What follows belongs to an exercise in optimizing a design on an open flow for small area; a production flow would make more cautious choices. Only simulation tests tie the RTL to the original design; equivalence was not proved. Power figures rest on the tool's default switching activity, not on a simulated workload.

==> flow/design.v, too long to show whole: its modules and the start of the top module <==
// module mag_dig_top: 374 lines
// module mul24b: 777 lines
module mag_dig_top #(
  parameter ADC_BITS=10,
  parameter W=24,
  parameter FRAC=12,
  parameter LOG2_OSR_MAX=8
)(
  input                 clk,
  input                 rst_n,
  input  [ADC_BITS-1:0] adc_code,
  input                 adc_valid,
  input  [1:0]          mux_sel,
  input  sclk,
  input  cs_n,
  input  mosi,
  output miso,
  input  [31:0]         version_id
);
  // ...
==> flow/run.sh <==
#!/bin/bash
# synth_recipe.tcl (not shown) runs the flow's synth.tcl, then flattens the netlist and writes it again
# the make line also repeats each setting of config.mk as NAME=value (left out here)
make -C /OpenROAD-flow-scripts/flow DESIGN_CONFIG=/design/flow/config.mk WORK_HOME=/design/flow/orfs CLKGATE_MAP_FILE= SYNTH_SCRIPT=/design/flow/synth_recipe.tcl finish
==> flow/config.mk <==
export PLATFORM = sky130hd
export DESIGN_NAME = mag_dig_top
export DESIGN_NICKNAME = mag_dig_top
export VERILOG_FILES = /design/flow/design.v
export SDC_FILE = /design/flow/constraint.sdc
export NUM_CORES = 8
export LEC_CHECK = 0
export ABC_AREA = 1
export CAP_MARGIN = 12
export CORE_MARGIN = 2
export CORE_UTILIZATION = 45
export CTS_CLUSTER_DIAMETER = 80
export CTS_CLUSTER_SIZE = 26
export GPL_TIMING_DRIVEN = 0
export PLACE_DENSITY = 0.6
export SLEW_MARGIN = 12
==> flow/constraint.sdc <==
create_clock -name core_clock -period 55.0 [get_ports {clk}]
set_input_delay 11.0000 -clock core_clock [delete_from_list [all_inputs] [get_ports {clk}]]
set_output_delay 11.0000 -clock core_clock [all_outputs]
set_load 0.01 [all_outputs]
==> impl_metrics.tcl, run 1 <==
set metrics [dict create \
    r2r_slack_ps 27200 \
    routed_wl_mm 260.1 \
    path_depth 75 \
    regArea_mm2 0.04104 \
    synth_xor_area_share_pct 4.482 \
    dieArea_mm2 0.1556 \
    wl_met1_mm 115.0 \
    internal_power_uw 1898 \
    syn_to_final_growth_pct 10.19 \
    status "finished clean" \
    clk-power_uw 851 \
    pre_cts_ws_ps 27820 \
    power.leakage_uw 0.03084 \
    clockRootBuffer "clkbuf_16" \
    required_ps 55730 \
    numCtsBuffers 100 \
    p_per_area_mw_per_mm2 33.84 \
    multi_input_area_share_pct 31.72 \
    crit_buf_inv 13 \
    total_power_uw 2558 \
    critPathMaxStageDelay_ps 1000 \
    fin_ws_ps 27200 \
    clk_path_buf_depth 3 \
    cts_tree "built" \
    route.met3.wl_mm 25.42 \
    seq_cell_count 1894 \
    clockPowerShare_pct 33.3 \
    yosysTopAreaCell "dfxtp_1" \
    fin_tns_setup_ps 0 \
    pg_seq_uw 1520 \
    cts_setup_buffers 0 \
    crit_family "adder cells" \
    arrival_ps 28530 \
    avgSynthCellArea_um2 10.95 \
    slew_viol_final 0 \
    min_delay_worst_endpoint "G[301]" \
    clock_latency_ps 790 \
    synthAdderAreaFrac_pct 9.635 \
    drv_cap 0 \
    relSlewSlack_pct 13.47 \
    comb_power_share_pct 7.3 \
    reg2reg_to "LZ[13]" \
    inv_count 678 \
    synth_area_mm2 0.06859 \
    hold_viol 0 \
]
==> module mag_dig_top, before the edit <==
module mag_dig_top #(
  parameter ADC_BITS=10,
  parameter W=24,
  parameter FRAC=12,
  parameter LOG2_OSR_MAX=8
)(
  input                 clk,
  input                 rst_n,
  input  [ADC_BITS-1:0] adc_code,
  input                 adc_valid,
  input  [1:0]          mux_sel,
  input  sclk,
  input  cs_n,
  input  mosi,
  output miso,
  input  [31:0]         version_id
);
  reg  [3:0] ph;
  reg        sweep;
  wire [15:0] P = 16'd1 << ph;
  reg        rtC, rtR;         
  reg  [1:0] wax;              
  wire       rtCR = rtC | rtR;
  wire       adc_ok = adc_valid & (mux_sel != 2'd3);
  reg        bv;
  reg  [1:0] bax;
  reg  [9:0] bs;                
  reg        rp;
  reg  [1:0] rpax;
  always @(posedge clk or negedge rst_n) begin
    if (!rst_n) begin
      ph <= 4'd0; sweep <= 1'b1;
      rtC <= 1'b0; rtR <= 1'b0; wax <= 2'd0;
      bv <= 1'b0;
    end else begin
      ph <= ph + 4'd1;
      if (P[15]) begin
        sweep <= 1'b0;
        if (bv | adc_ok) begin
          rtC <= 1'b1; rtR <= 1'b0; wax <= adc_ok ? mux_sel : bax;
        end else if (rp) begin
          rtC <= 1'b0; rtR <= 1'b1; wax <= rpax;
        end else begin
          rtC <= 1'b0; rtR <= 1'b0;
        end
      end
      if (adc_ok) bv <= 1'b1;
      else if (P[0] & rtC) bv <= 1'b0;
    end
  end
  always @(posedge clk) begin
    if (adc_ok) begin bax <= mux_sel; bs <= {~adc_code[9], adc_code[8:0]}; end
  end
  reg        n50, n60, st;
  reg  [7:0] alpha, osr;
  reg        crc_error;
  reg  [2:0] slope24;           
  reg  [2:0] offs, gains;       
  reg  [383:0] LX, LY, LZ, G;
  reg  [1:0] cap_ax;
  reg        cap, cap_g, cap_o;    
  wire [1:0] lsel = rtCR ? wax : cap_ax;
  wire [23:0] HEAD  = (lsel == 2'd0) ? LX[360 +: 24] : (lsel == 2'd1) ? LY[360 +: 24] : LZ[360 +: 24];
  wire [23:0] NEXT  = (lsel == 2'd0) ? LX[336 +: 24] : (lsel == 2'd1) ? LY[336 +: 24] : LZ[336 +: 24];
  wire [23:0] NEXT2 = (lsel == 2'd0) ? LX[312 +: 24] : (lsel == 2'd1) ? LY[312 +: 24] : LZ[312 +: 24];
  wire [23:0] GH  = G[360 +: 24];
  wire [23:0] GN2 = G[312 +: 24];
  reg  [23:0] T;
  reg  [31:0] S;
  reg  [24:0] S2;
  reg         ev_r, sl_r, cond_r, flo;
  reg  [23:0] PY, PZ;           
  reg  [23:0] OUT0, OUT1, OUT2;
  reg  [31:0] MAG;
  reg  [23:0] MA, MB;
  reg         rnd;
  wire [35:0] PR;
  mul24b UMUL (.a(MA), .b(MB), .rnd(rnd), .p(PR));
  wire [23:0] rq = PR[35:12];
  wire [31:0] sq = PR[31:0];
  wire        alo = (alpha <= 8'd12);
  wire [4:0]  ash = alo ? (5'd12 - alpha[4:0]) : ((alpha >= 8'd23) ? 5'd1 : (5'd24 - alpha[4:0]));
  wire [23:0] Tsh = alo ? T : {{12{T[23]}}, T[23:12]};
  wire [4:0]  dsh = 5'd21 - {2'b0, osr[2:0]};
  wire [23:0] cwd_cp;
  wire        ocap = cap & cap_o & P[13];
  wire [23:0] OSEL = ({24{P[9]  | (ocap & (cap_ax == 2'd0))}} & OUT0) |
                     ({24{P[11] | (ocap & (cap_ax == 2'd1))}} & OUT1) |
                     ({24{P[12] | (ocap & (cap_ax == 2'd2))}} & OUT2);
  wire [4:0]  osh = P[0] ? dsh : ash;
  wire [23:0] OH  = 24'd1 << osh;
  wire mHEAD = rtCR & (P[0] | P[4]);
  wire mTSH  = rtCR & (P[7] | P[15]);
  wire mGN2  = rtCR & ~(P[0] | P[4] | P[7] | P[15]);
  wire mOSL  = ~rtCR & (P[9] | P[11] | P[12]);
  wire mGH   = ~rtCR & ~(P[9] | P[11] | P[12]);
  wire nOH   = rtCR & (P[0] | P[7] | P[15]);
  wire nT    = rtCR & P[4];
  wire nX1B  = rtCR & P[9];
  wire nHEAD = rtCR & (P[10] | P[11] | P[12] | P[13] | P[14]);
  wire nPX   = ~rtCR & ~st & (P[1] | P[4] | P[7]);
  wire nPY   = ~rtCR & ~st & (P[2] | P[5] | P[8]);
  wire nPZ   = ~rtCR & ~st & (P[3] | P[6] | P[10]);
  always @* begin
    rnd = ~(mTSH | mOSL);
    MA = ({24{mHEAD}} & HEAD) | ({24{mTSH}} & Tsh) | ({24{mGN2}} & GN2) |
         ({24{mOSL}} & OSEL) | ({24{mGH}} & GH);
    MB = ({24{nOH}} & OH) | ({24{nT | nPX}} & T) | ({24{nX1B}} & cwd_cp) |
         ({24{nHEAD}} & HEAD) | ({24{nPY}} & PY) | ({24{nPZ}} & PZ) |
         ({24{mOSL}} & OSEL);
  end
  reg  [31:0] A1, B1; reg sub1;
  function [31:0] radd32; input [31:0] a; input [31:0] b; input ci;
    integer i; reg c;
    begin c = ci; for (i = 0; i < 32; i = i + 1) begin radd32[i] = a[i] ^ b[i] ^ c; c = (a[i] & b[i]) | (c & (a[i] ^ b[i])); end end
  endfunction
  function [24:0] radd25; input [24:0] a; input [24:0] b; input ci;
    integer i; reg c;
    begin c = ci; for (i = 0; i < 25; i = i + 1) begin radd25[i] = a[i] ^ b[i] ^ c; c = (a[i] & b[i]) | (c & (a[i] ^ b[i])); end end
  endfunction
  wire [31:0] R1 = radd32(A1, sub1 ? ~B1 : B1, sub1);
  reg  [24:0] A2, B2; reg sub2;
  wire [24:0] R2 = radd25(A2, sub2 ? ~B2 : B2, sub2);
  wire [31:0] rq32 = {{8{rq[23]}}, rq};
  wire [24:0] rq25 = {rq[23], rq};
  function [24:0] sx25; input [23:0] v; sx25 = {v[23], v}; endfunction
  function [31:0] sx32; input [23:0] v; sx32 = {{8{v[23]}}, v}; endfunction
  function [23:0] sat25; input [24:0] v;
    sat25 = (v[24] ^ v[23]) ? (v[24] ? 24'h800000 : 24'h7FFFFF) : v[23:0];
  endfunction
  function carry24; input [23:0] a; input [23:0] b; input ci;
    integer i; reg c;
    begin c = ci; for (i = 0; i < 24; i = i + 1) c = (a[i] & b[i]) | (c & (a[i] ^ b[i])); carry24 = c; end
  endfunction
  wire        cond = carry24(GN2, T[23] ? T : ~T, ~T[23]);
  wire [20:0] s21 = {{11{bs[9]}}, bs};
  wire mprod = ~rtCR & (P[1] | P[2] | P[3] | P[4] | P[5] | P[6] | P[7] | P[8] | P[10]);
  wire a1S  = (rtCR & (P[10] | P[11] | P[12])) | (~rtCR & (P[11] | P[12]));
  wire a1T  = rtCR & (P[8] | P[15]);
  wire b1rq = rtCR & (P[10] | P[11] | P[12] | (P[15] & cond_r));
  wire b1H  = rtCR & P[8];
  wire b1sq = ~rtCR & (P[9] | P[11] | P[12]);
  wire a2H  = rtCR & (P[0] | P[1] | P[7] | P[9]);
  wire b2c1 = rtCR & P[1] & ~ev_r;
  wire b2c9 = rtCR & P[1] & ev_r;
  wire [24:0] a2Hm = ~(rtCR & P[1]) ? 25'h1FFFFFF : ev_r ? 25'h007FE00 : 25'h007FEFF;
  wire a2T  = rtCR & (P[3] | P[6]);
  wire a2N2 = rtCR & P[5];
  wire a2S2 = (rtCR & (P[12] | P[13] | P[14])) | (~rtCR & (P[2] | P[3] | P[5] | P[6] | P[8] | P[10]));
  wire b2s  = rtCR & P[0];
  wire b2H  = rtCR & (P[3] | (P[12] & n50));
  wire b2N  = rtCR & (P[5] | P[6]);
  wire b2T  = rtCR & P[12] & ~n50;
  wire b2rq = (rtCR & (P[9] | P[13] | P[14] | (P[7] & cond))) | mprod;
  always @* begin
    sub1 = rtCR & (P[11] | P[12] | P[15]);
    sub2 = rtCR & (P[3] | P[5] | P[6] | P[13] | P[14]);
    A1 = ({32{a1S}} & S) | ({32{a1T}} & sx32(T));
    B1 = ({32{b1rq}} & rq32) | ({32{b1H}} & sx32(HEAD)) | ({32{b1sq}} & sq);
    A2 = ({25{a2H}} & a2Hm & sx25(HEAD)) | ({25{a2T}} & sx25(T)) | ({25{a2N2}} & sx25(NEXT2)) | ({25{a2S2}} & S2);
    B2 = ({25{b2s}} & sx25({s21, 3'b0})) | ({25{b2H}} & sx25(HEAD)) | ({25{b2N}} & sx25(NEXT)) |
         ({25{b2T}} & sx25(T)) | ({25{b2rq}} & rq25) | {15'd0, b2c9, 8'd0, b2c1};
  end
  wire [7:0]  omask = (8'd1 << osr[2:0]) - 8'd1;
  wire        ev = rtC & (osr[7:3] == 5'd0) & (NEXT[7:0] == omask);
  wire        sl = ev & (NEXT[18:9] == 10'h3FF);
  wire w_R2  = (P[0] & ~ev) | P[1] | P[5] | P[7];
  wire w_N   = P[6] | P[11] | P[13] | (P[9] & ~flo);
  wire w_N2  = P[8] | (P[9] & flo);
  assign cwd_cp = ({24{w_N}} & NEXT) | ({24{w_N2}} & NEXT2);
  wire w_T   = P[2] | P[10];
  wire w_S1  = P[12] | P[15];
  wire w_S2  = P[14];
  wire [23:0] cwd = ({24{w_R2}} & R2[23:0]) | cwd_cp |
                    ({24{w_T}} & T) | {23'd0, P[2] & n50} |
                    ({24{w_S1}} & sat25(R1[24:0])) | ({24{w_S2}} & sat25(R2));
  wire cwe = rtCR & ((rtC & (P[0] | P[1])) | (ev_r & (P[2] | P[7] | P[8] | P[9] | P[10] | P[11] | P[12] | P[13] | P[14])) |
                     (sl_r & (P[5] | P[6])) | P[15]);
  always @(posedge clk) begin
    if (rtCR) begin
      if (P[0]) begin ev_r <= ev; sl_r <= sl; end
      if (P[2]) flo <= HEAD[0];
      if (P[0] | (P[2] & ~ev_r) | P[3] | P[4] | P[6])
        T <= ({24{P[0] | P[4]}} & rq) | ({24{P[2]}} & {HEAD[23:5], 5'd0}) | ({24{P[3] | P[6]}} & R2[23:0]);
      if (P[7]) cond_r <= cond & ev_r;
      if (P[8] | P[10] | P[11]) S <= R1;
      if (P[9] | P[12] | P[13]) S2 <= R2;
    end else begin
      ev_r <= 1'b0; sl_r <= 1'b0;
      if (P[0]) T <= n60 ? LX[47:24] : n50 ? LX[95:72] : LX[23:0];
      if (P[1] | P[2] | P[4] | P[5] | P[7] | P[8]) S2 <= sx25(sat25(R2));
      if (P[3])  OUT0 <= sat25(R2);
      if (P[6])  OUT1 <= sat25(R2);
      if (P[10]) OUT2 <= sat25(R2);
      if (P[9] | P[11]) S <= R1;
      if (P[12]) MAG <= R1;
    end
    if (n60 ? P[15] : n50 ? P[13] : P[0]) begin
      PY <= LY[23:0]; PZ <= LZ[23:0];
    end
  end
  reg sclk_d, sclk_dd, cs_d;
  wire srise = sclk_d & ~sclk_dd & ~cs_d;
  wire sfall = ~sclk_d & sclk_dd & ~cs_d;
  reg  [5:0]  fc;
  reg  [7:0]  cmd;
  reg  [7:0]  lf;
  reg         rwr;           
  reg  [23:0] SH;
  reg         miso_r;
  assign miso = miso_r;
  wire        rw = rwr;
  reg         wp;
  wire        wp_g;
  wire [1:0]  wp_ax;
  wire [3:0]  wp_slot;
  reg  [3:0]  cap_slot;
  wire        land  = wp & (ph == wp_slot);
  wire        lland = land & ~wp_g;
  wire        gland = land & wp_g;
  function [7:0] crc_step; input [7:0] r; input b;
    reg fb; begin fb = b ^ r[7]; crc_step = {r[6:2], r[1] ^ fb, r[0] ^ fb, fb}; end
  endfunction
  wire        crc_in = (fc < 6'd8 || !rw) ? mosi : miso_r;
  wire [7:0]  lf_next = crc_step(lf, crc_in);
  wire [6:0]  ra = {cmd[5:0], mosi};
  reg  [31:0] rv;          
  reg         rring;       
  reg         rg;          
  reg  [1:0]  rax;
  reg  [3:0]  rslot;
  reg         rsgn_l;      
  reg         ro;          
  always @* begin
    rv = 32'd0; rring = 1'b0; rg = 1'b0; ro = 1'b0; rax = ra[1:0]; rslot = 4'd0; rsgn_l = 1'b0;
    case (ra)
      7'h00: rv = 32'h4D41474D;
      7'h01: rv = version_id;
      7'h02: rv = {28'd0, st, n60, n50, 1'b0};
      7'h04: rv = {crc_error, 31'd0};
      7'h19: rv = {24'd0, alpha};
      7'h1A: rv = {24'd0, osr};
      7'h50: begin rring = 1'b1; ro = 1'b1; rslot = 4'd13; rsgn_l = OUT0[23]; end
      7'h51: begin rring = 1'b1; ro = 1'b1; rslot = 4'd13; rsgn_l = OUT1[23]; end
      7'h52: begin rring = 1'b1; ro = 1'b1; rslot = 4'd13; rsgn_l = OUT2[23]; end
      7'h53: rv = MAG;
      7'h10, 7'h11, 7'h12: begin rring = 1'b1; rslot = 4'd3; rsgn_l = offs[ra[1:0]]; end
      7'h14, 7'h15, 7'h16: begin rring = 1'b1; rslot = 4'd4; rsgn_l = gains[ra[1:0]]; end
      7'h40, 7'h41, 7'h42: begin rring = 1'b1; rslot = 4'd5; rsgn_l = slope24[ra[1:0]]; end
      7'h18: begin rring = 1'b1; rg = 1'b1; rslot = 4'd9;  end
      7'h1B: begin rring = 1'b1; rg = 1'b1; rslot = 4'd12; end
      7'h1C: begin rring = 1'b1; rg = 1'b1; rslot = 4'd14; end
      7'h1D: begin rring = 1'b1; rg = 1'b1; rslot = 4'd13; end
      7'h1E: begin rring = 1'b1; rg = 1'b1; rslot = 4'd11; end
      7'h1F: begin rring = 1'b1; rg = 1'b1; rslot = 4'd0;  end
      7'h20: begin rring = 1'b1; rg = 1'b1; rslot = 4'd15; end
      7'h30: begin rring = 1'b1; rg = 1'b1; rslot = 4'd1;  end
      7'h31: begin rring = 1'b1; rg = 1'b1; rslot = 4'd2;  end
      7'h32: begin rring = 1'b1; rg = 1'b1; rslot = 4'd3;  end
      7'h33: begin rring = 1'b1; rg = 1'b1; rslot = 4'd4;  end
      7'h34: begin rring = 1'b1; rg = 1'b1; rslot = 4'd5;  end
      7'h35: begin rring = 1'b1; rg = 1'b1; rslot = 4'd6;  end
      7'h36: begin rring = 1'b1; rg = 1'b1; rslot = 4'd7;  end
      7'h37: begin rring = 1'b1; rg = 1'b1; rslot = 4'd8;  end
      7'h38: begin rring = 1'b1; rg = 1'b1; rslot = 4'd10; end
      default: ;
    endcase
  end
  wire [3:0]  gpos = ph + 4'd15 - rslot;
  wire [15:0] gmsb = {G[383], G[359], G[335], G[311], G[287], G[263], G[239], G[215],
                      G[191], G[167], G[143], G[119], G[95],  G[71],  G[47],  G[23]};
  wire        gsgn = gmsb[gpos];
  wire        rsgn = rg ? gsgn : rsgn_l;
  wire [6:0]  wa = cmd[6:0];
  reg         wring, wg;
  reg  [3:0]  wslot;
  always @* begin
    wring = 1'b1; wg = 1'b1; wslot = 4'd0;
    case (wa)
      7'h10, 7'h11, 7'h12: begin wg = 1'b0; wslot = 4'd3; end
      7'h14, 7'h15, 7'h16: begin wg = 1'b0; wslot = 4'd4; end
      7'h18: wslot = 4'd9;
      7'h1B: wslot = 4'd12;
      7'h1C: wslot = 4'd14;
      7'h1D: wslot = 4'd13;
      7'h1E: wslot = 4'd11;
      7'h1F: wslot = 4'd0;
      7'h20: wslot = 4'd15;
      7'h30: wslot = 4'd1;
      7'h31: wslot = 4'd2;
      7'h32: wslot = 4'd3;
      7'h33: wslot = 4'd4;
      7'h34: wslot = 4'd5;
      7'h35: wslot = 4'd6;
      7'h36: wslot = 4'd7;
      7'h37: wslot = 4'd8;
      7'h38: wslot = 4'd10;
      default: wring = 1'b0;
    endcase
  end
  wire commit_cyc = srise & (fc == 6'd47) & ~rw;
  wire rd_dec = ~cs_n & srise & (fc == 6'd7) & cmd[6];
  wire cmd_ld = rd_dec;
  wire cmd_sh = ~cs_n & ~rd_dec & ((srise & (fc < 6'd8)) | (sfall & rw & (fc >= 6'd8) & (fc < 6'd16)));
  wire sh_ld  = rd_dec & ~rring;
  wire sh_cap = cap & (ph == cap_slot);
  wire sh_sh  = ~cs_n & ~sh_cap & ((srise & ~rw & (fc >= 6'd8) & (fc < 6'd40)) | (sfall & rw & (fc >= 6'd16) & (fc < 6'd40)));
  assign wp_g = wg;
  assign wp_ax = wa[1:0];
  assign wp_slot = wslot;
  wire crc_ok = (lf_next == 8'd0);
  always @(posedge clk or negedge rst_n) begin
    if (!rst_n) begin
      sclk_d <= 1'b0; sclk_dd <= 1'b0; cs_d <= 1'b1;
      n50 <= 1'b0; n60 <= 1'b0; st <= 1'b0;
      alpha <= 8'd18; osr <= 8'd3; crc_error <= 1'b0;
      wp <= 1'b0; cap <= 1'b0; rp <= 1'b0;
      offs <= 3'd0; gains <= 3'd0; slope24 <= 3'd0;
    end else begin
      sclk_d <= sclk; sclk_dd <= sclk_d; cs_d <= cs_n;
      if (commit_cyc) begin
        crc_error <= ~crc_ok;
        if (crc_ok) begin
          if (wa == 7'h02) begin n50 <= SH[2]; n60 <= SH[3]; st <= SH[4]; end
          if (wa == 7'h19) alpha <= SH[7:0];
          if (wa == 7'h1A) osr <= SH[7:0];
          if (wring) wp <= 1'b1;
        end
      end
      if (land) wp <= 1'b0;
      if (lland) begin
        rp <= 1'b1; rpax <= wp_ax;
        if (wp_slot == 4'd3) offs[wp_ax] <= SH[23];
        else gains[wp_ax] <= SH[23];
      end else if (P[15] & ~(bv | adc_ok)) rp <= 1'b0;
      if (srise & (fc == 6'd7) & cmd[6] & rring) begin
        cap <= 1'b1; cap_g <= rg; cap_o <= ro; cap_ax <= ra[1:0]; cap_slot <= rslot;
      end else if (cap & (ph == cap_slot)) cap <= 1'b0;
      if (rtCR & P[5] & sl_r) slope24[wax] <= R2[24];
    end
  end
  always @(posedge clk) begin
    if (cs_n) begin
      fc <= 6'd0; lf <= 8'd0;
    end else begin
      if (srise) begin
        fc <= fc + 6'd1;
        if (fc == 6'd7) rwr <= cmd[6];
        if (fc < 6'd40 || !rw) lf <= lf_next;
      end
      if (sfall && rw) begin
        if (fc >= 6'd8 && fc < 6'd16) miso_r <= cmd[7];
        else if (fc >= 6'd16 && fc < 6'd40) miso_r <= SH[23];
        else if (fc >= 6'd40 && fc < 6'd48) begin miso_r <= lf[7]; lf <= {lf[6:0], 1'b0}; end
      end
    end
    if (cmd_ld | cmd_sh)
      cmd <= ({8{cmd_ld & rring}} & {8{rsgn}}) | ({8{cmd_ld & ~rring}} & rv[31:24]) | ({8{cmd_sh}} & {cmd[6:0], mosi});
    if (sh_ld | sh_cap | sh_sh)
      SH <= ({24{sh_ld}} & rv[23:0]) | ({24{sh_cap & cap_g}} & GH) | ({24{sh_cap & cap_o}} & OSEL) | ({24{sh_cap & ~cap_g & ~cap_o}} & HEAD) |
            ({24{sh_sh}} & {SH[22:0], mosi});
  end
  wire [23:0] BUS = ({24{~sweep}} & (cwd | ({24{lland}} & SH))) | {11'd0, sweep & P[4], 12'd0};
  wire weX = sweep | (cwe & (wax == 2'd0)) | (lland & (wp_ax == 2'd0));
  wire weY = sweep | (cwe & (wax == 2'd1)) | (lland & (wp_ax == 2'd1));
  wire weZ = sweep | (cwe & (wax == 2'd2)) | (lland & (wp_ax == 2'd2));
  wire [23:0] Gin = ({24{~sweep & gland}} & SH) | ({24{~sweep & ~gland}} & GH);
  always @(posedge clk) begin
    LX <= {LX[359:0], weX ? BUS : LX[360 +: 24]};
    LY <= {LY[359:0], weY ? BUS : LY[360 +: 24]};
    LZ <= {LZ[359:0], weZ ? BUS : LZ[360 +: 24]};
    G  <= {G[359:0], Gin};
  end
endmodule
==> run 2: changes to the inputs <==
--- a/flow/design.v
+++ b/flow/design.v
@@ -69,9 +69,12 @@
   reg  [31:0] S;
   reg  [24:0] S2;
   reg         ev_r, sl_r, cond_r, flo;
-  reg  [23:0] PY, PZ;           
+  reg  [23:0] PY;               
   reg  [23:0] OUT0, OUT1, OUT2;
-  reg  [31:0] MAG;
+  reg  [1:0]  mq;
+  wire        mseq = (mq != 2'd0);
+  reg         mab;              
+  wire        mw = ~rtCR & ~mab & ~mseq;    
   reg  [23:0] MA, MB;
   reg         rnd;
   wire [35:0] PR;
@@ -84,29 +87,29 @@
   wire [4:0]  dsh = 5'd21 - {2'b0, osr[2:0]};
   wire [23:0] cwd_cp;
   wire        ocap = cap & cap_o & P[13];
-  wire [23:0] OSEL = ({24{P[9]  | (ocap & (cap_ax == 2'd0))}} & OUT0) |
-                     ({24{P[11] | (ocap & (cap_ax == 2'd1))}} & OUT1) |
-                     ({24{P[12] | (ocap & (cap_ax == 2'd2))}} & OUT2);
+  wire [23:0] OSEL = ({24{(mq == 2'd1) | (ocap & (cap_ax == 2'd0))}} & OUT0) |
+                     ({24{(mq == 2'd2) | (ocap & (cap_ax == 2'd1))}} & OUT1) |
+                     ({24{(mq == 2'd3) | (ocap & (cap_ax == 2'd2))}} & OUT2);
   wire [4:0]  osh = P[0] ? dsh : ash;
   wire [23:0] OH  = 24'd1 << osh;
   wire mHEAD = rtCR & (P[0] | P[4]);
   wire mTSH  = rtCR & (P[7] | P[15]);
   wire mGN2  = rtCR & ~(P[0] | P[4] | P[7] | P[15]);
-  wire mOSL  = ~rtCR & (P[9] | P[11] | P[12]);
-  wire mGH   = ~rtCR & ~(P[9] | P[11] | P[12]);
+  wire mOSL  = mseq | ocap;
+  wire mGH   = ~rtCR & ~mseq & ~ocap;
   wire nOH   = rtCR & (P[0] | P[7] | P[15]);
   wire nT    = rtCR & P[4];
   wire nX1B  = rtCR & P[9];
   wire nHEAD = rtCR & (P[10] | P[11] | P[12] | P[13] | P[14]);
-  wire nPX   = ~rtCR & ~st & (P[1] | P[4] | P[7]);
-  wire nPY   = ~rtCR & ~st & (P[2] | P[5] | P[8]);
-  wire nPZ   = ~rtCR & ~st & (P[3] | P[6] | P[10]);
+  wire nPX   = ~rtCR & ~mseq & ~st & (P[1] | P[4] | P[7]);
+  wire nPY   = ~rtCR & ~mseq & ~st & (P[2] | P[5] | P[8]);
+  wire nPZ   = ~rtCR & ~mseq & ~st & (P[3] | P[6] | P[10]);
   always @* begin
     rnd = ~(mTSH | mOSL);
     MA = ({24{mHEAD}} & HEAD) | ({24{mTSH}} & Tsh) | ({24{mGN2}} & GN2) |
          ({24{mOSL}} & OSEL) | ({24{mGH}} & GH);
     MB = ({24{nOH}} & OH) | ({24{nT | nPX}} & T) | ({24{nX1B}} & cwd_cp) |
-         ({24{nHEAD}} & HEAD) | ({24{nPY}} & PY) | ({24{nPZ}} & PZ) |
+         ({24{nHEAD}} & HEAD) | ({24{nPY}} & PY) | ({24{nPZ}} & S[23:0]) |
          ({24{mOSL}} & OSEL);
   end
   reg  [31:0] A1, B1; reg sub1;
@@ -134,19 +137,19 @@
   endfunction
   wire        cond = carry24(GN2, T[23] ? T : ~T, ~T[23]);
   wire [20:0] s21 = {{11{bs[9]}}, bs};
-  wire mprod = ~rtCR & (P[1] | P[2] | P[3] | P[4] | P[5] | P[6] | P[7] | P[8] | P[10]);
-  wire a1S  = (rtCR & (P[10] | P[11] | P[12])) | (~rtCR & (P[11] | P[12]));
+  wire mprod = ~rtCR & ~mseq & (P[1] | P[2] | P[3] | P[4] | P[5] | P[6] | P[7] | P[8] | P[10]);
+  wire a1S  = (rtCR & (P[10] | P[11] | P[12])) | (mq == 2'd2) | (mq == 2'd3);
   wire a1T  = rtCR & (P[8] | P[15]);
   wire b1rq = rtCR & (P[10] | P[11] | P[12] | (P[15] & cond_r));
   wire b1H  = rtCR & P[8];
-  wire b1sq = ~rtCR & (P[9] | P[11] | P[12]);
+  wire b1sq = mseq;
   wire a2H  = rtCR & (P[0] | P[1] | P[7] | P[9]);
   wire b2c1 = rtCR & P[1] & ~ev_r;
   wire b2c9 = rtCR & P[1] & ev_r;
   wire [24:0] a2Hm = ~(rtCR & P[1]) ? 25'h1FFFFFF : ev_r ? 25'h007FE00 : 25'h007FEFF;
   wire a2T  = rtCR & (P[3] | P[6]);
   wire a2N2 = rtCR & P[5];
-  wire a2S2 = (rtCR & (P[12] | P[13] | P[14])) | (~rtCR & (P[2] | P[3] | P[5] | P[6] | P[8] | P[10]));
+  wire a2S2 = (rtCR & (P[12] | P[13] | P[14])) | (~rtCR & ~mseq & (P[2] | P[3] | P[5] | P[6] | P[8] | P[10]));
   wire b2s  = rtCR & P[0];
   wire b2H  = rtCR & (P[3] | (P[12] & n50));
   wire b2N  = rtCR & (P[5] | P[6]);
@@ -188,16 +191,14 @@
     end else begin
       ev_r <= 1'b0; sl_r <= 1'b0;
       if (P[0]) T <= n60 ? LX[47:24] : n50 ? LX[95:72] : LX[23:0];
-      if (P[1] | P[2] | P[4] | P[5] | P[7] | P[8]) S2 <= sx25(sat25(R2));
-      if (P[3])  OUT0 <= sat25(R2);
-      if (P[6])  OUT1 <= sat25(R2);
-      if (P[10]) OUT2 <= sat25(R2);
-      if (P[9] | P[11]) S <= R1;
-      if (P[12]) MAG <= R1;
-    end
-    if (n60 ? P[15] : n50 ? P[13] : P[0]) begin
-      PY <= LY[23:0]; PZ <= LZ[23:0];
+      if (P[0] & ~mseq) S <= {8'd0, n60 ? LZ[47:24] : n50 ? LZ[95:72] : LZ[23:0]};
+      if (mw & (P[1] | P[2] | P[4] | P[5] | P[7] | P[8])) S2 <= sx25(sat25(R2));
+      if (mw & P[3])  OUT0 <= sat25(R2);
+      if (mw & P[6])  OUT1 <= sat25(R2);
+      if (mw & P[10]) OUT2 <= sat25(R2);
     end
+    if ((mq == 2'd1) | (mq == 2'd2)) S <= R1;
+    if (n60 ? P[15] : n50 ? P[13] : P[0]) PY <= LY[23:0];
   end
   reg sclk_d, sclk_dd, cs_d;
   wire srise = sclk_d & ~sclk_dd & ~cs_d;
@@ -243,7 +244,6 @@
       7'h50: begin rring = 1'b1; ro = 1'b1; rslot = 4'd13; rsgn_l = OUT0[23]; end
       7'h51: begin rring = 1'b1; ro = 1'b1; rslot = 4'd13; rsgn_l = OUT1[23]; end
       7'h52: begin rring = 1'b1; ro = 1'b1; rslot = 4'd13; rsgn_l = OUT2[23]; end
-      7'h53: rv = MAG;
       7'h10, 7'h11, 7'h12: begin rring = 1'b1; rslot = 4'd3; rsgn_l = offs[ra[1:0]]; end
       7'h14, 7'h15, 7'h16: begin rring = 1'b1; rslot = 4'd4; rsgn_l = gains[ra[1:0]]; end
       7'h40, 7'h41, 7'h42: begin rring = 1'b1; rslot = 4'd5; rsgn_l = slope24[ra[1:0]]; end
@@ -300,9 +300,10 @@
   end
   wire commit_cyc = srise & (fc == 6'd47) & ~rw;
   wire rd_dec = ~cs_n & srise & (fc == 6'd7) & cmd[6];
-  wire cmd_ld = rd_dec;
+  wire rd53   = rd_dec & (ra == 7'h53);
+  wire cmd_ld = rd_dec & ~rd53;
   wire cmd_sh = ~cs_n & ~rd_dec & ((srise & (fc < 6'd8)) | (sfall & rw & (fc >= 6'd8) & (fc < 6'd16)));
-  wire sh_ld  = rd_dec & ~rring;
+  wire sh_ld  = rd_dec & ~rring & ~rd53;
   wire sh_cap = cap & (ph == cap_slot);
   wire sh_sh  = ~cs_n & ~sh_cap & ((srise & ~rw & (fc >= 6'd8) & (fc < 6'd40)) | (sfall & rw & (fc >= 6'd16) & (fc < 6'd40)));
   assign wp_g = wg;
@@ -314,10 +315,13 @@
       sclk_d <= 1'b0; sclk_dd <= 1'b0; cs_d <= 1'b1;
       n50 <= 1'b0; n60 <= 1'b0; st <= 1'b0;
       alpha <= 8'd18; osr <= 8'd3; crc_error <= 1'b0;
-      wp <= 1'b0; cap <= 1'b0; rp <= 1'b0;
+      wp <= 1'b0; cap <= 1'b0; rp <= 1'b0; mq <= 2'd0; mab <= 1'b0;
       offs <= 3'd0; gains <= 3'd0; slope24 <= 3'd0;
     end else begin
       sclk_d <= sclk; sclk_dd <= sclk_d; cs_d <= cs_n;
+      mq <= rd53 ? 2'd1 : mseq ? mq + 2'd1 : 2'd0;
+      if (rd53) mab <= 1'b1;
+      else if (P[15] & ~mseq) mab <= 1'b0;
       if (commit_cyc) begin
         crc_error <= ~crc_ok;
         if (crc_ok) begin
@@ -354,10 +358,11 @@
         else if (fc >= 6'd40 && fc < 6'd48) begin miso_r <= lf[7]; lf <= {lf[6:0], 1'b0}; end
       end
     end
-    if (cmd_ld | cmd_sh)
-      cmd <= ({8{cmd_ld & rring}} & {8{rsgn}}) | ({8{cmd_ld & ~rring}} & rv[31:24]) | ({8{cmd_sh}} & {cmd[6:0], mosi});
-    if (sh_ld | sh_cap | sh_sh)
-      SH <= ({24{sh_ld}} & rv[23:0]) | ({24{sh_cap & cap_g}} & GH) | ({24{sh_cap & cap_o}} & OSEL) | ({24{sh_cap & ~cap_g & ~cap_o}} & HEAD) |
+    if (cmd_ld | cmd_sh | (mq == 2'd3))
+      cmd <= ({8{cmd_ld & rring}} & {8{rsgn}}) | ({8{cmd_ld & ~rring}} & rv[31:24]) | ({8{cmd_sh}} & {cmd[6:0], mosi}) |
+             ({8{mq == 2'd3}} & R1[31:24]);
+    if (sh_ld | sh_cap | sh_sh | (mq == 2'd3))
+      SH <= ({24{sh_ld}} & rv[23:0]) | ({24{mq == 2'd3}} & R1[23:0]) | ({24{sh_cap & (cap_g | cap_o)}} & MA) | ({24{sh_cap & ~cap_g & ~cap_o}} & HEAD) |
             ({24{sh_sh}} & {SH[22:0], mosi});
   end
   wire [23:0] BUS = ({24{~sweep}} & (cwd | ({24{lland}} & SH))) | {11'd0, sweep & P[4], 12'd0};
--- a/flow/config.mk
+++ b/flow/config.mk
@@ -6,11 +6,11 @@
 export NUM_CORES = 8
 export LEC_CHECK = 0
 export ABC_AREA = 1
-export CAP_MARGIN = 12
+export CAP_MARGIN = 20
 export CORE_MARGIN = 2
 export CORE_UTILIZATION = 45
 export CTS_CLUSTER_DIAMETER = 80
 export CTS_CLUSTER_SIZE = 26
-export GPL_TIMING_DRIVEN = 0
+export GPL_TIMING_DRIVEN = 1
 export PLACE_DENSITY = 0.6
-export SLEW_MARGIN = 12
+export SLEW_MARGIN = 20
==> run 2 against run 1 <==
Utilization down 0.33 points; power down 2.3%; clock-buffer cell count up 1; global-route usage down 1.7 points; critical path type unchanged; register-to-register slack better by 2500 ps; largest cell class unchanged.
==> impl_metrics.tcl, run 2 <==
set metrics [dict create \
    path_clk_slew_ps 100 \
    viasPerCell 5.615 \
    drive_gt1_share_pct 6.846 \
    cts_sinks 1841 \
    worst_setup_path_end_kind "flip-flop" \
    nNetsFinal 6849 \
    die_y_um 391.9 \
    synth_edf_count 233 \
    cts_resized 0 \
    cts_max_level 3 \
    hpwl_mm 180.4 \
    max_freq_mhz 39.56 \
    die_x_um 391.9 \
    core_region_area_mm2 0.1496 \
    grtUsageTotal_pct 31.27 \
    finalSetupViolations 0 \
    num_vias 47800 \
    ant_nets 0 \
    yosysMostFrequentCell "dfxtp_1" \
    synth.top_cell.area_share_pct 46.13 \
    critPathMaxStageDelay_ps 730 \
    first_pass_iters 8 \
    initial_core_util_pct 45.26 \
    drc 0 \
    numCtsBuffers 98 \
    gr-total-overflow 0 \
    synthArstFlopShare_pct 2.607 \
    max-vdd-ir-drop_uv 39.48 \
    total_power_uw 2498 \
    tightestPinTransition_ps 1147 \
    grt_pass1_vias 45200 \
    rsz0062_at_grt "false" \
    ys_seq_area_share_pct 58.24 \
    grt_max_degree 68 \
    fin_crit_ps 25280 \
    period_share_pct 45.96 \
    startpoint_type "flip-flop" \
    routed_wl_mm 241.5 \
    cts_setup_buffers 0 \
    final_common_cell "dfxtp_1" \
    cpMaxStageDelayCell "dfrtp_1" \
    ioPinCount 51 \
    power.leakage_uw 0.02985 \
    fin_tns_setup_ps 0 \
    yosysTopAreaCell "dfxtp_1" \
    synthFlopType "dfxtp_1" \
    rows 142 \
    gp_congestion 1.016 \
    hold_viol 0 \
    critPathKind "flip-flop to flip-flop" \
    initialDrtViolationCount 5422 \
    slew_viol_final 0 \
    synth.distinct_cells 78 \
    antenna_found_initial 8 \
    ys_ff_latch 1841 \
    p_per_area_mw_per_mm2 33.75 \
    drt-wirelength-per-cell_um 28.37 \
    clk_path_buf_depth 3 \
    synth.area.top_cells "dfxtp_1, edfxtp_1, fa_1" \
    grt_pass1_wl_mm 341.1 \
    holdBufCountCts 0 \
    clockRootBuffer "clkbuf_16" \
    final_util_pct 49.48 \
    clock_latency_ps 810 \
    port_buffers 50 \
    yosys_warnings 2 \
    cp_max_fo 24 \
    hold_path.class "flip-flop to flip-flop" \
    cpMostUsedCell "fa_1" \
    avgSynthCellArea_um2 10.52 \
    arrival_ps 25970 \
    syn_inst 6435 \
    syn_to_final_growth_pct 9.334 \
    synthTopCellsByCount "dfxtp_1, nand2_1, inv_1" \
    skew_ps 97.14 \
    required_ps 55690 \
    status "finished clean" \
    dieArea_mm2 0.1536 \
    drv_cap 0 \
    layout_common_cells "dfxtp_1, nand2_1, inv_1" \
    synth_area_mm2 0.06771 \
    relSlewSlack_pct 23.52 \
    cts_tree "built" \
]
run 2: routing by layer:
metal | GRT usage (%) | up-vias | part of all wire (%)
met5 | 0 | - | 0.011
met1 | 45.56 | 23820 | 45
met3 | 7.603 | 405 | 9.7
met2 | 44.88 | 2354 | 41
met4 | 11.32 | 4 | 4.1
li1 | - | 21210 | -
run 2: through the flow:
stage | cells | worst slack, ps | hold WS, ps | cell area, um2
finish | 8512 | 29720 | 297.6 | 74030
global route | 8502 | 28710 | 313.5 | 74000
detailed placement | 8349 | 29950 | 312.1 | 70750
floorplan | 6435 | 33700 | 309.6 | 67710
global placement | 8349 | 30470 | 309.6 | 70750
CTS | 8502 | 29950 | 292.8 | 74000
run 2: final timing paths:
path                          from   endpoint  slack (ps)  cells past startpoint
min in group asynchronous    rst_n      ph[3]       10320                      2
max                          ph[2]  flip-flop       29720                     76
max reg2reg                  ph[2]  flip-flop       29720                     76
max in group asynchronous    rst_n        n50       44140                      2
min reg2reg                LX[208]    LX[232]         300                      0
min                        LX[208]    LX[232]         300                      0
run 2: cell type report:
class	count	area, um2
sequential	1841	39440
timing repair buffer	204	1652
clock buffer	117	2608
multi-input combinational	3685	24870
inverter	603	2268
fill	13830	75570
tap	2016	2522
antenna	10	25.02
clock inverter	36	643.1
run 2: cell families after synthesis:
| kind of cell | after synthesis | share of synthesized area (%) |
|---|---|---|
| XOR/XNOR | 364 | 4.720 |
| AO/OA/AOI/OAI | 1094 | 10.49 |
| adder cells (fa/ha/maj) | 366 | 9.835 |
| AND/OR/NAND/NOR | 1859 | 11.43 |
| buffers and inverters | 909 | 5.248 |
| flip-flops | 1841 | 58.24 |
| multiplexers | 2 | 0.03142 |
run 2: critical path, delay by kind of cell, from the launching register on:
family,cells,cell delay (ps)
compound gates,10,2120
xor+xnor,6,1530
fa+ha+maj,41,16530
buf+inv,8,1420
flops,1,730
simple gates,11,2840
run 2: report_power, final:
part / switching (uW) / internal [uW] / total (uW)
logic: 102 / 32.4 / 134
registers: 51.8 / 1490 / 1540
clock network: 466 / 361 / 827
==> run 3: changes to the inputs <==
--- a/flow/config.mk
+++ b/flow/config.mk
@@ -9,6 +9,7 @@
 export CAP_MARGIN = 20
 export CORE_MARGIN = 2
 export CORE_UTILIZATION = 45
+export CTS_BUF_LIST = sky130_fd_sc_hd__clkbuf_8 sky130_fd_sc_hd__clkbuf_16
 export CTS_CLUSTER_DIAMETER = 80
 export CTS_CLUSTER_SIZE = 26
 export GPL_TIMING_DRIVEN = 1
==> run 3 against run 2 <==
Clock-buffer cell count is 14 lower; clock skew is 1.1 ps lower; register-to-register slack better by 50 ps; hold slack better by 0.83 ps; die area stayed put; largest cell class unchanged; highest routed layer unchanged.
==> impl_metrics.tcl, run 3 <==
set metrics [dict create \
    finalSetupViolations 0 \
    core_region_area_mm2 0.1496 \
    internal_power_uw 1876 \
    final_common_cell "dfxtp_1" \
    drc 0 \
    num_vias 47640 \
    period_share_pct 45.87 \
    routed_wl_mm 241.1 \
    antenna_found_initial 8 \
    yosys_warnings 2 \
    numCtsBuffers 98 \
    ys_seq_area_share_pct 58.24 \
    cp_max_fo 24 \
    regArea_mm2 0.03944 \
    synth_edf_count 233 \
    grtUsageTotal_pct 31.27 \
    switching_share_pct 24.83 \
    arrival_ps 25920 \
    clockRootBuffer "clkbuf_16" \
    first_pass_iters 8 \
    synthTopCellsByCount "dfxtp_1, nand2_1, inv_1" \
    whs_path_depth 0 \
    synthArstFlopShare_pct 2.607 \
    clockPowerShare_pct 33.0 \
    drv_cap 0 \
    critPathMaxStageDelay_ps 730 \
    final_util_pct 49.48 \
    hpwl_mm 180.4 \
    slew_viol_final 0 \
    cts_sinks 1841 \
    holdBufCountCts 0 \
    grt_max_degree 68 \
    yosysMostFrequentCell "dfxtp_1" \
    ant_nets 0 \
    grt_pass1_wl_mm 341.1 \
    synthSimpleGateAreaFrac_pct 11.43 \
    cpMaxStageDelayCell "dfrtp_1" \
    startpoint_type "flip-flop" \
    multi_input_area_mm2 0.02487 \
    drive_gt1_share_pct 6.846 \
    required_ps 55690 \
    hold_path.class "flip-flop to flip-flop" \
    clock_latency_ps 810 \
    power.leakage_uw 0.02991 \
    synth_xor_area_share_pct 4.720 \
    max-vdd-ir-drop_uv 39.48 \
    r2r_slack_ps 29770 \
    avgSynthCellArea_um2 10.52 \
    synthFlopType "dfxtp_1" \
    p_per_area_mw_per_mm2 33.71 \
    initialDrtViolationCount 5657 \
    cpMostUsedCell "fa_1" \
    tightestPinTransition_ps 1128 \
    nNetsFinal 6849 \
    synth.distinct_cells 78 \
    cts_setup_buffers 0 \
    layout_common_cells "dfxtp_1, nand2_1, inv_1" \
    syn_inst 6435 \
    synth-compound-area-share_pct 10.49 \
    cts_max_level 3 \
    min_delay_worst_endpoint "LX[232]" \
    yosysTopAreaCell "dfxtp_1" \
    p_switching_uw 619.6 \
    initial_core_util_pct 45.26 \
    synth_top_family_by_area "simple AND/OR/NAND/NOR gates" \
    dieArea_mm2 0.1536 \
    cts_resized 0 \
    hold_path.startpoint "LX[208]" \
    gp_congestion 1.016 \
    die_x_um 391.9 \
    synth.top_cell.area_share_pct 46.13 \
    ioPinCount 51 \
    syn_to_final_growth_pct 9.338 \
    worst_setup_path_end_kind "flip-flop" \
    fin_tns_setup_ps 0 \
    fin_crit_ps 25230 \
    rows 142 \
    fillers 13830 \
    comb_power_share_pct 5.4 \
    die_y_um 391.9 \
    relSlewSlack_pct 24.78 \
    critPathKind "flip-flop to flip-flop" \
    synthAdderAreaFrac_pct 9.835 \
    max_freq_mhz 39.64 \
    synth_area_mm2 0.06771 \
    grt_pass1_vias 45200 \
    hold_viol 0 \
    cts_tree "built" \
    muxShareOfSynthArea_pct 0.03142 \
    status "finished clean" \
    r2r-start "ph[2]" \
    reg2regPathDepth 76 \
    viasPerCell 5.596 \
    seq_power_share_pct 61.6 \
    skew_ps 96.09 \
    gr-total-overflow 0 \
    rsz0062_at_grt "false" \
    path_clk_slew_ps 100 \
    ys_ff_latch 1841 \
    drt-wirelength-per-cell_um 28.32 \
    synth.area.top_cells "dfxtp_1, edfxtp_1, fa_1" \
    port_buffers 50 \
    clk_path_buf_depth 3 \
]
==> run 3: cell count changes in the layout (fill, tap and decap cells not counted) <==
cell / before / now
diode_2: 10 / 11
inv_1: 561 / 575
clkbuf_1: 14 / 0
==> run 3: cell families (layout without fill, tap and decap cells) <==
family | after synthesis | in the layout
AND/OR/NAND/NOR | 1859 | 1859
flip-flops | 1841 | 1841
AO/OA/AOI/OAI | 1094 | 1094
buffers and inverters | 909 | 960
adder cells (fa/ha/maj) | 366 | 366
XOR/XNOR | 364 | 364
multiplexers | 2 | 2
other | 0 | 11
==> run 3: layer usage <==
layer / track usage, % / wire length, um / vias to the layer above
met5: 0 / 27 / -
met4: 11.32 / 10570 / 4
met3: 7.603 / 24170 / 442
met2: 44.88 / 99000 / 2397
met1: 45.56 / 107300 / 23590
li1: - / - / 21210
==> run 3: worst max path at each step <==
stage | depth (start not counted) | start | slack, ps | to
6_report | 76 | ph[2] | 29770 | flip-flop
5_1_grt | 77 | ph[2] | 28710 | flip-flop
4_1_cts | 78 | ph[2] | 29950 | flip-flop
3_5_place_dp | 76 | ph[2] | 29950 | flip-flop
3_3_place_gp | 79 | ph[0] | 30470 | flip-flop
2_1_floorplan | 78 | ph[1] | 33700 | flip-flop
==> run 3: cell type report <==
class | instances | share of cell area (%)
Sequential cell | 1841 | 53.27
Multi-Input combinational cell | 3685 | 33.60
Clock buffer | 103 | 3.451
Tap cell | 2016 | 3.407
Inverter | 603 | 3.064
Timing Repair Buffer | 204 | 2.231
Clock inverter | 50 | 0.9397
Antenna cell | 11 | 0.03718
==> run 3: per-stage QoR <==
stage | power [uW] | hold slack (ps) | cell area, um2 | setup WS, ps | cells
floorplan | 1606 | 309.6 | 67710 | 33700 | 6435
global placement | 1695 | 309.6 | 70750 | 30470 | 8349
detailed placement | 1696 | 312.1 | 70750 | 29950 | 8349
CTS | 2512 | 292.1 | 74000 | 29950 | 8502
global route | 2582 | 313.2 | 74000 | 28710 | 8502
finish | 2495 | 298.5 | 74030 | 29770 | 8513
==> run 3: power groups by stage <==
stage	Sequential, uW	Clock, uW	Combinational [uW]
finish	1540	824	134
CTS	1540	845	130
detailed placement	1570	0	129
global route	1550	894	138
global placement	1570	0	130
floorplan	1540	0	67.5
==> run 3: worst max-delay path, delay by kind of cell (launching register included) <==
family	cells	cell delay, ps
xor gates and xnor gates	6	1530
AOI/OAI and AO/OA	10	2090
and+or+nand+nor	11	2840
DFF	1	730
adders and majority gates	41	16500
buffers and inverters	8	1420
==> run 4: changes to the inputs <==
--- a/flow/config.mk
+++ b/flow/config.mk
@@ -9,9 +9,8 @@
 export CAP_MARGIN = 20
 export CORE_MARGIN = 2
 export CORE_UTILIZATION = 45
-export CTS_BUF_LIST = sky130_fd_sc_hd__clkbuf_8 sky130_fd_sc_hd__clkbuf_16
-export CTS_CLUSTER_DIAMETER = 80
-export CTS_CLUSTER_SIZE = 26
+export CTS_CLUSTER_DIAMETER = 84
+export CTS_CLUSTER_SIZE = 28
 export GPL_TIMING_DRIVEN = 1
 export PLACE_DENSITY = 0.6
 export SLEW_MARGIN = 20
==> run 4 against run 3 <==
Still clean on timing, DRC and antenna; register-to-register slack improved by 30 ps; die area did not move; hold slack improved by 12 ps; sequential cell count did not move; clock skew fell by 17 ps; first-iteration DRC count rose by 1.9%; cell area fell by 0.33%; critical path type unchanged; largest cell class unchanged.
==> impl_metrics.tcl, run 4 <==
set metrics [dict create \
    status "finished clean" \
    worst_setup_path_end_kind "flip-flop" \
    drt-wirelength-per-cell_um 28.32 \
    cts_tree "built" \
    synth.top_cell.area_share_pct 46.13 \
    syn_to_final_growth_pct 8.977 \
    gr-total-overflow 0 \
    rows 142 \
    skew_ps 79.30 \
    total_power_uw 2459 \
    r2r-start "ph[2]" \
    yosys_warnings 2 \
    core_region_area_mm2 0.1496 \
    synth_area_mm2 0.06771 \
    synth.distinct_cells 78 \
    clockRootBuffer "clkbuf_16" \
    port_buffers 50 \
    yosysMostFrequentCell "dfxtp_1" \
    cp_max_fo 24 \
    pre_cts_ws_ps 29950 \
    grtUsageTotal_pct 31.16 \
    cts_max_level 3 \
    ys_ff_latch 1841 \
    p_per_area_mw_per_mm2 33.33 \
    synth.area.top_cells "dfxtp_1, edfxtp_1, fa_1" \
    cts_sinks 1841 \
    nNetsFinal 6842 \
    cts_resized 0 \
    required_ps 55680 \
    die_y_um 391.9 \
    slew_viol_final 0 \
    drv_cap 0 \
    tightestPinTransition_ps 1111 \
    final_common_cell "dfxtp_1" \
    clk_path_buf_depth 3 \
    arrival_ps 25880 \
    period_share_pct 45.81 \
    antenna_found_initial 7 \
    hold_path.class "flip-flop to flip-flop" \
    hold_viol 0 \
    first_pass_iters 8 \
    num_vias 47660 \
    critPathKind "flip-flop to flip-flop" \
    cpMostUsedCell "fa_1" \
    die_x_um 391.9 \
    synthTopCellsByCount "dfxtp_1, nand2_1, inv_1" \
    drive_gt1_share_pct 6.733 \
    synthArstFlopShare_pct 2.607 \
    fin_area_mm2 0.07378 \
    clock_latency_ps 780 \
    critPathMaxStageDelay_ps 730 \
    viasPerCell 5.607 \
    crit_start "ph[2]" \
    grt_pass1_wl_mm 340.1 \
    multi_input_area_mm2 0.02487 \
    routed_wl_mm 240.7 \
    cpMaxStageDelayCell "dfrtp_1" \
    path_clk_slew_ps 100 \
    numCtsBuffers 91 \
    finalSetupViolations 0 \
    startpoint_type "flip-flop" \
    layout_common_cells "dfxtp_1, nand2_1, inv_1" \
    max_freq_mhz 39.69 \
    placed_area_mm2 0.07075 \
    placed_cells 8349 \
    holdBufCountCts 0 \
    fin_crit_ps 25200 \
    power.leakage_uw 0.02974 \
    ant_nets 0 \
    yosysTopAreaCell "dfxtp_1" \
    gp_congestion 1.016 \
    ioPinCount 51 \
    initialDrtViolationCount 5763 \
    grt_pass1_vias 45190 \
    drc 0 \
    fillers 13860 \
    fin_tns_setup_ps 0 \
    dieArea_mm2 0.1536 \
    relSlewSlack_pct 25.87 \
    rsz0062_at_grt "false" \
    hpwl_mm 180.4 \
    ys_seq_area_share_pct 58.24 \
    hold_path.startpoint "LX[157]" \
    syn_inst 6435 \
    synthFlopType "dfxtp_1" \
    fin_cells 8499 \
    cts_setup_buffers 0 \
    grt_max_degree 68 \
    fin_ws_ps 29800 \
    avgSynthCellArea_um2 10.52 \
    max-vdd-ir-drop_uv 33.90 \
    initial_core_util_pct 45.26 \
    synth_edf_count 233 \
    regArea_mm2 0.03944 \
]
## run 4: changes by cell type in the layout (fill, tap and decap cells not counted), moves of 2 or more
cell	before	now
clkinv_4	0	3
clkbuf_16	101	92
inv_12	6	4
clkinv_2	0	3
clkbuf_1	0	12
clkinv_16	7	9
inv_6	6	3
diode_2	11	7
clkinv_8	5	3
inv_1	575	561
## run 4: power breakdown
group | switching [uW] | leakage, uW | internal (uW)
clock network | 456 | 0.00144 | 333
logic | 101 | 0.0127 | 32.3
registers | 51.8 | 0.0156 | 1490
## run 4: worst paths after layout
| path | to | slack (ps) | cells past startpoint |
|---|---|---|---|
| worst max-delay path | flip-flop | 29800 | 78 |
| worst min register to register | LX[181] | 310 | 0 |
| worst min-delay path | LX[181] | 310 | 0 |
| worst max register to register | flip-flop | 29800 | 78 |
| max in group asynchronous | n50 | 44110 | 2 |
| min in group asynchronous | ph[3] | 10370 | 2 |
## run 4: critical path, delay by kind of cell (launching register included)
kind                     cells  cell delay, ps
flip-flops                   1             730
adder cells (fa/ha/maj)     41           16480
AO/OA/AOI/OAI               10            1960
AND/OR/NAND/NOR             12            2890
XOR/XNOR                     6            1510
buffers and inverters        9            1510
## run 4: logic make-up (layout without fill, tap and decap cells)
kind of cell | after synthesis | count (layout) | share of synthesized area, %
mux | 2 | 2 | 0.03142
other cells | 0 | 7 | 0
xor+xnor | 364 | 364 | 4.720
fa+ha+maj | 366 | 366 | 9.835
compound gates | 1094 | 1094 | 10.49
buf+inv | 909 | 950 | 5.248
flops | 1841 | 1841 | 58.24
simple gates | 1859 | 1859 | 11.43
## run 4: cell type report
cell class | instances | area share (%)
Sequential cell | 1841 | 53.45
Clock inverter | 36 | 0.8513
Inverter | 603 | 3.074
Multi-Input combinational cell | 3685 | 33.71
Tap cell | 2016 | 3.419
Antenna cell | 7 | 0.02374
Timing Repair Buffer | 204 | 2.238
Clock buffer | 107 | 3.237
## run 4: per-stage QoR
stage | util (%) | hold slack [ps]
6_report | 49.32 | 311.0
5_1_grt | 49.31 | 323.8
4_1_cts | 49.31 | 314.1
3_5_place_dp | 47.29 | 312.1
3_3_place_gp | 47.29 | 309.6
2_1_floorplan | - | 309.6
## run 4: routing by layer
| layer | track usage [%] | routed length, um | vias up |
|---|---|---|---|
| met5 | 0 | 11 | - |
| met4 | 11.97 | 10520 | 2 |
| li1 | - | - | 21200 |
| met2 | 44.53 | 99190 | 2313 |
| met1 | 45.25 | 107500 | 23710 |
| met3 | 7.637 | 23440 | 434 |
==> run 5: changes to the inputs <==
--- a/flow/config.mk
+++ b/flow/config.mk
@@ -9,8 +9,8 @@
 export CAP_MARGIN = 20
 export CORE_MARGIN = 2
 export CORE_UTILIZATION = 45
-export CTS_CLUSTER_DIAMETER = 84
-export CTS_CLUSTER_SIZE = 28
-export GPL_TIMING_DRIVEN = 1
+export CTS_CLUSTER_DIAMETER = 80
+export CTS_CLUSTER_SIZE = 26
+export GPL_TIMING_DRIVEN = 0
 export PLACE_DENSITY = 0.6
 export SLEW_MARGIN = 20
==> run 5 against run 4 <==
Maximum frequency is 5.7% lower; setup slack worse by 1500 ps; global-route usage increased by 3.0 points; critical path type unchanged.
==> impl_metrics.tcl, run 5 <==
set metrics [dict create \
    clockRootBuffer "clkbuf_16" \
    port_buffers 50 \
    avgSynthCellArea_um2 10.52 \
    grt_pass1_wl_mm 363.8 \
    arrival_ps 27420 \
    whs_path_depth 0 \
    ant_nets 0 \
    skew_ps 93.82 \
    layout_common_cells "dfxtp_1, nand2_1, inv_1" \
    grt.met2_usage_pct 51.88 \
    cts_sinks 1841 \
    numCtsBuffers 98 \
    cts_max_level 3 \
    p_per_area_mw_per_mm2 33.65 \
    grt_max_degree 50 \
    holdBufCountCts 0 \
    path_clk_slew_ps 110 \
    drv_cap 0 \
    use_met3_pct 6.416 \
    min_delay_worst_endpoint "G[68]" \
    cts_resized 0 \
    die_y_um 391.9 \
    routed_wl_mm 264.5 \
    initialDrtViolationCount 5271 \
    yosysTopAreaCell "dfxtp_1" \
    startpoint_type "flip-flop" \
    fin_tns_setup_ps 0 \
    placed_area_mm2 0.07110 \
    synth.top_cell.area_share_pct 46.13 \
    drt-wirelength-per-cell_um 30.45 \
    synthArstFlopShare_pct 2.607 \
    first_pass_iters 8 \
    synth.area.top_cells "dfxtp_1, edfxtp_1, fa_1" \
    ys_ff_latch 1841 \
    ioPinCount 51 \
    dieArea_mm2 0.1536 \
    hold_viol 0 \
    cpMostUsedCell "fa_1" \
    hpwl_mm 214.0 \
    worst_setup_path_end_kind "flip-flop" \
    grt_use_met1_pct 46.95 \
    finalSetupViolations 0 \
    cpMaxStageDelayCell "clkbuf_1" \
    synth_edf_count 233 \
    syn_inst 6435 \
    final_util_pct 49.74 \
    synthTopCellsByCount "dfxtp_1, nand2_1, inv_1" \
    crit_start "rtC" \
    cts_setup_buffers 0 \
    required_ps 55700 \
    die_x_um 391.9 \
    hold_path.class "flip-flop to flip-flop" \
    synth.distinct_cells 78 \
    r2r_slack_ps 28280 \
    cp_max_fo 10 \
    gr-total-overflow 0 \
    antenna_found_initial 19 \
    fillers 13990 \
    initial_core_util_pct 45.26 \
    rows 142 \
    num_vias 48700 \
    ys_seq_area_share_pct 58.24 \
    rsz0062_at_grt "false" \
    viasPerCell 5.608 \
    fin_crit_ps 26720 \
    core_region_area_mm2 0.1496 \
    status "finished clean" \
    grt_pass1_vias 46130 \
    slew_viol_final 0 \
    fin_area_mm2 0.07441 \
    synth_area_mm2 0.06771 \
    yosys_warnings 2 \
    synthFlopType "dfxtp_1" \
    tightestPinTransition_ps 1275 \
    hold_path.startpoint "G[44]" \
    critPathKind "flip-flop to flip-flop" \
    cts_tree "built" \
    period_share_pct 48.58 \
    nNetsFinal 7027 \
    clock_latency_ps 820 \
    r2r-start "rtC" \
    power.leakage_uw 0.02977 \
    final_common_cell "dfxtp_1" \
    gp_congestion 1.066 \
    syn_to_final_growth_pct 9.896 \
    drc 0 \
    drive_gt1_share_pct 5.284 \
    relSlewSlack_pct 14.99 \
    critPathMaxStageDelay_ps 740 \
    max_freq_mhz 37.43 \
    busiest_layer "met2" \
    clk_path_buf_depth 3 \
    yosysMostFrequentCell "dfxtp_1" \
    grtUsageTotal_pct 34.20 \
    reg2regPathDepth 77 \
    max-vdd-ir-drop_uv 35.88 \
]
[run 5: stage by stage]
stage / setup WS [ps] / hold slack [ps] / total power [uW] / std cells
CTS: 28320 / 255.6 / 2515 / 8675
detailed placement: 28390 / 312.1 / 1700 / 8524
global route: 27840 / 257.7 / 2580 / 8678
floorplan: 33700 / 309.6 / 1606 / 6435
global placement: 28280 / 309.6 / 1695 / 8501
finish: 28280 / 263.9 / 2503 / 8685
[run 5: logic make-up after synthesis]
kind of cell	synth area share [%]
mux	0.03142
fa+ha+maj	9.835
flops	58.24
simple gates	11.43
buf+inv	5.248
xor+xnor	4.720
compound gates	10.49
[run 5: cell type report]
class | instances | area, um2 | area share, %
Clock buffer | 113 | 2532 | 3.404
Sequential cell | 1841 | 39440 | 53.00
Clock inverter | 38 | 723.2 | 0.9720
Multi-Input combinational cell | 3685 | 24840 | 33.39
Tap cell | 2016 | 2522 | 3.390
Timing Repair Buffer | 76 | 775.7 | 1.043
Buffer | 306 | 1289 | 1.732
Antenna cell | 7 | 17.52 | 0.02354
Inverter | 603 | 2268 | 3.049
[run 5: routing by layer]
| layer | vias up | share of wire, % |
|---|---|---|
| li1 | 21570 | - |
| met1 | 24180 | 43 |
| met2 | 2411 | 43 |
| met3 | 532 | 8.4 |
| met4 | 8 | 5.9 |
| met5 | - | 0.023 |
[run 5: worst max path at each step]
stage	endpoint	cells past startpoint
after floorplan	flip-flop	78
after global placement	flip-flop	77
after detailed placement	flip-flop	77
after CTS	flip-flop	77
after global routing	flip-flop	77
final	flip-flop	77
[run 5: worst max-delay path, delay by kind of cell, from the launching register on]
| family | cells | cell delay, ps |
|---|---|---|
| AND/OR/NAND/NOR | 10 | 2030 |
| adder cells (fa/ha/maj) | 40 | 16370 |
| flip-flops | 1 | 530 |
| AO/OA/AOI/OAI | 10 | 2630 |
| XOR/XNOR | 6 | 1640 |
| buffers and inverters | 11 | 3360 |
[run 5: power by group]
group	internal, uW	leakage [uW]	switching [uW]
logic	33.5	0.0126	107
registers	1490	0.0156	49.6
clock network	358	0.00156	471
total	1880	0.0298	627
==> run 6: changes to the inputs <==
==> flow/flow/run.sh (new file) <==
#!/bin/bash
# Own layout flow: the standard ORFS flow (standard.sh) with three changes to how
# the layout is made:
#  - the buffers ABC inserted during synthesis are removed at floorplan
#    (REMOVE_ABC_BUFFERS=1) and repair_design re-buffers only where needed;
#  - the port buffers are sky130_fd_sc_hd__buf_1 (every port still gets a buffer);
#  - clock tree synthesis does not add dummy loads (the tree stays balanced by
#    clustering; no register's clock is delayed on purpose).
# Synthesis is the standard one (standard.sh runs synth_recipe.tcl unchanged).
set -euo pipefail
export REMOVE_ABC_BUFFERS=1
export BUFFER_PORTS_ARGS="-buffer_cell sky130_fd_sc_hd__buf_1"
export CTS_ARGS="-sink_clustering_enable -repair_clock_nets -sink_clustering_size 26 -sink_clustering_max_diameter 80 -dont_use_dummy_load"
bash standard.sh finish > flow_standard.log 2>&1
==> flow/standard.sh (new file) <==
#!/bin/bash
# synth_recipe.tcl (not shown) runs the flow's synth.tcl, then flattens the netlist and writes it again
# the make line also repeats each setting of config.mk as NAME=value (left out here)
make -C /OpenROAD-flow-scripts/flow DESIGN_CONFIG=/design/flow/config.mk WORK_HOME=/design/flow/orfs CLKGATE_MAP_FILE= SYNTH_SCRIPT=/design/flow/synth_recipe.tcl "${@:-finish}"
removed: flow/run.sh
==> run 6 against run 5 <==
Clock skew rose by 19 ps; final cell count down 3.2%; non-clock buffer count decreased by 217; setup slack got worse by 600 ps; largest cell class unchanged.
==> impl_metrics.tcl, run 6 <==
set metrics [dict create \
    status "finished clean" \
    rsz0062_at_grt "false" \
    ys_seq_area_share_pct 58.24 \
    skew_ps 112.9 \
    tightestPinTransition_ps 1199 \
    ioPinCount 51 \
    grt_max_degree 74 \
    relSlewSlack_pct 19.22 \
    dieArea_mm2 0.1536 \
    yosysMostFrequentCell "dfxtp_1" \
    grt_pass1_vias 45090 \
    hpwl_mm 172.0 \
    hold_path.class "flip-flop to flip-flop" \
    cts_setup_buffers 0 \
    core_region_area_mm2 0.1496 \
    fin_crit_ps 27320 \
    worst_setup_path_end_kind "flip-flop" \
    whs_path_depth 0 \
    synth.top_cell.area_share_pct 46.13 \
    synthArstFlopShare_pct 2.607 \
    avgSynthCellArea_um2 10.52 \
    required_ps 55620 \
    initialDrtViolationCount 5609 \
    synth_area_mm2 0.06771 \
    ys_ff_latch 1841 \
    hold_viol 0 \
    p_per_area_mw_per_mm2 32.06 \
    synth.area.top_cells "dfxtp_1, edfxtp_1, fa_1" \
    drt-wirelength-per-cell_um 27.48 \
    drv_cap 0 \
    rows 142 \
    die_y_um 391.9 \
    fin_ws_ps 27680 \
    final_common_cell "dfxtp_1" \
    r2r_slack_ps 27680 \
    pre_cts_ws_ps 28330 \
    cpMostUsedCell "fa_1" \
    startpoint_type "flip-flop" \
    slew_viol_final 0 \
    cts_resized 0 \
    power.leakage_uw 0.02961 \
    synthTopCellsByCount "dfxtp_1, nand2_1, inv_1" \
    clockRootBuffer "clkbuf_16" \
    synthFlopType "dfxtp_1" \
    synth_edf_count 233 \
    period_share_pct 49.68 \
    grt_pass1_wl_mm 326.7 \
    first_pass_iters 8 \
    cts_sinks 1841 \
    layout_common_cells "dfxtp_1, nand2_1, inv_1" \
    path_clk_slew_ps 90 \
    port_buffers 50 \
    cp_max_fo 24 \
    clock_latency_ps 760 \
    grtUsageTotal_pct 29.86 \
    num_vias 47880 \
    yosys_warnings 2 \
    ant_nets 0 \
    syn_to_final_growth_pct 9.390 \
    holdBufCountCts 0 \
    numCtsBuffers 94 \
    finalSetupViolations 0 \
    fin_tns_setup_ps 0 \
    cts_tree "built" \
    die_x_um 391.9 \
    routed_wl_mm 231.0 \
    r2r-start "ph[1]" \
    arrival_ps 27940 \
    syn_inst 6435 \
    drc 0 \
    reg2regPathDepth 71 \
]
run 6: changes by cell type in the layout (fill, tap and decap cells not counted), sizes merged:
| cell | before | now |
|---|---|---|
| buf | 103 | 165 |
| bufinv | 1 | 0 |
| clkbuf | 343 | 94 |
| clkdlybuf4s50 | 49 | 0 |
| clkinv | 29 | 9 |
| diode | 7 | 2 |
| inv | 611 | 594 |
run 6: how the worst max path moves through the flow:
stage | startpoint | end | slack, ps | depth (start not counted)
CTS | ph[1] | flip-flop | 28330 | 71
global placement | ph[2] | LX[0] | 22710 | 62
detailed placement | ph[1] | flip-flop | 28330 | 71
global route | ph[1] | flip-flop | 27420 | 72
finish | ph[1] | flip-flop | 27680 | 71
floorplan | rtC | flip-flop | 31490 | 71
run 6: worst max-delay path, delay by kind of cell (launching register included):
kind,cells,cell delay (ps)
AO/OA/AOI/OAI,7,1160
XOR/XNOR,6,1580
adder cells (fa/ha/maj),42,17050
buffers and inverters,8,2940
flip-flops,1,480
AND/OR/NAND/NOR,8,3940
run 6: metal layers:
layer  routed length, um  vias up  part of all wire, %  GRT usage, %
met2               97190     2760                   42         44.06
li1                    -    21080                    -             -
met5                  25        -                0.011             0
met3               23540      603                   10         7.206
met4               13960        4                  6.0         15.14
met1               96290    23430                   42         40.80
run 6: area by class of cell:
| class | instances | area, um2 |
|---|---|---|
| Multi-Input combinational cell | 3685 | 25260 |
| Timing Repair Buffer | 165 | 2201 |
| Sequential cell | 1841 | 39440 |
| Tap cell | 2016 | 2522 |
| Inverter | 603 | 2286 |
| Antenna cell | 2 | 5.005 |
| Fill cell | 13650 | 75530 |
| Clock buffer | 94 | 2352 |
run 6: logic make-up after synthesis:
kind of cell	after synthesis	synth area share (%)
buf+inv	909	5.248
simple gates	1859	11.43
xor+xnor	364	4.720
flops	1841	58.24
mux	2	0.03142
fa+ha+maj	366	9.835
compound gates	1094	10.49
run 6: metrics by stage:
step	power (uW)	area, um2	utilization [%]	instances	hold WS [ps]
3_5_place_dp	1695	71690	47.92	8309	312.1
4_1_cts	2386	74040	49.49	8403	287.2
2_1_floorplan	1601	66420	-	6129	309.6
5_1_grt	2454	74060	49.50	8404	285.4
6_report	2374	74060	49.51	8406	281.9
3_3_place_gp	1677	69130	46.21	8195	309.6
run 6: power by group:
part           internal (uW)  switching, uW  total, uW
clock                    304            399        703
combinational           37.1            108        145
sequential              1490           41.0       1530
total                   1830            548       2370

Check on run 6: ideal ports give 27.678 ns setup slack; a clkbuf_16 on the clock port and buf_2 on the inputs give 27.678 ns; moving port delays by the midpoint clock arrival (0.787 ns) as well gives 27.678 ns.
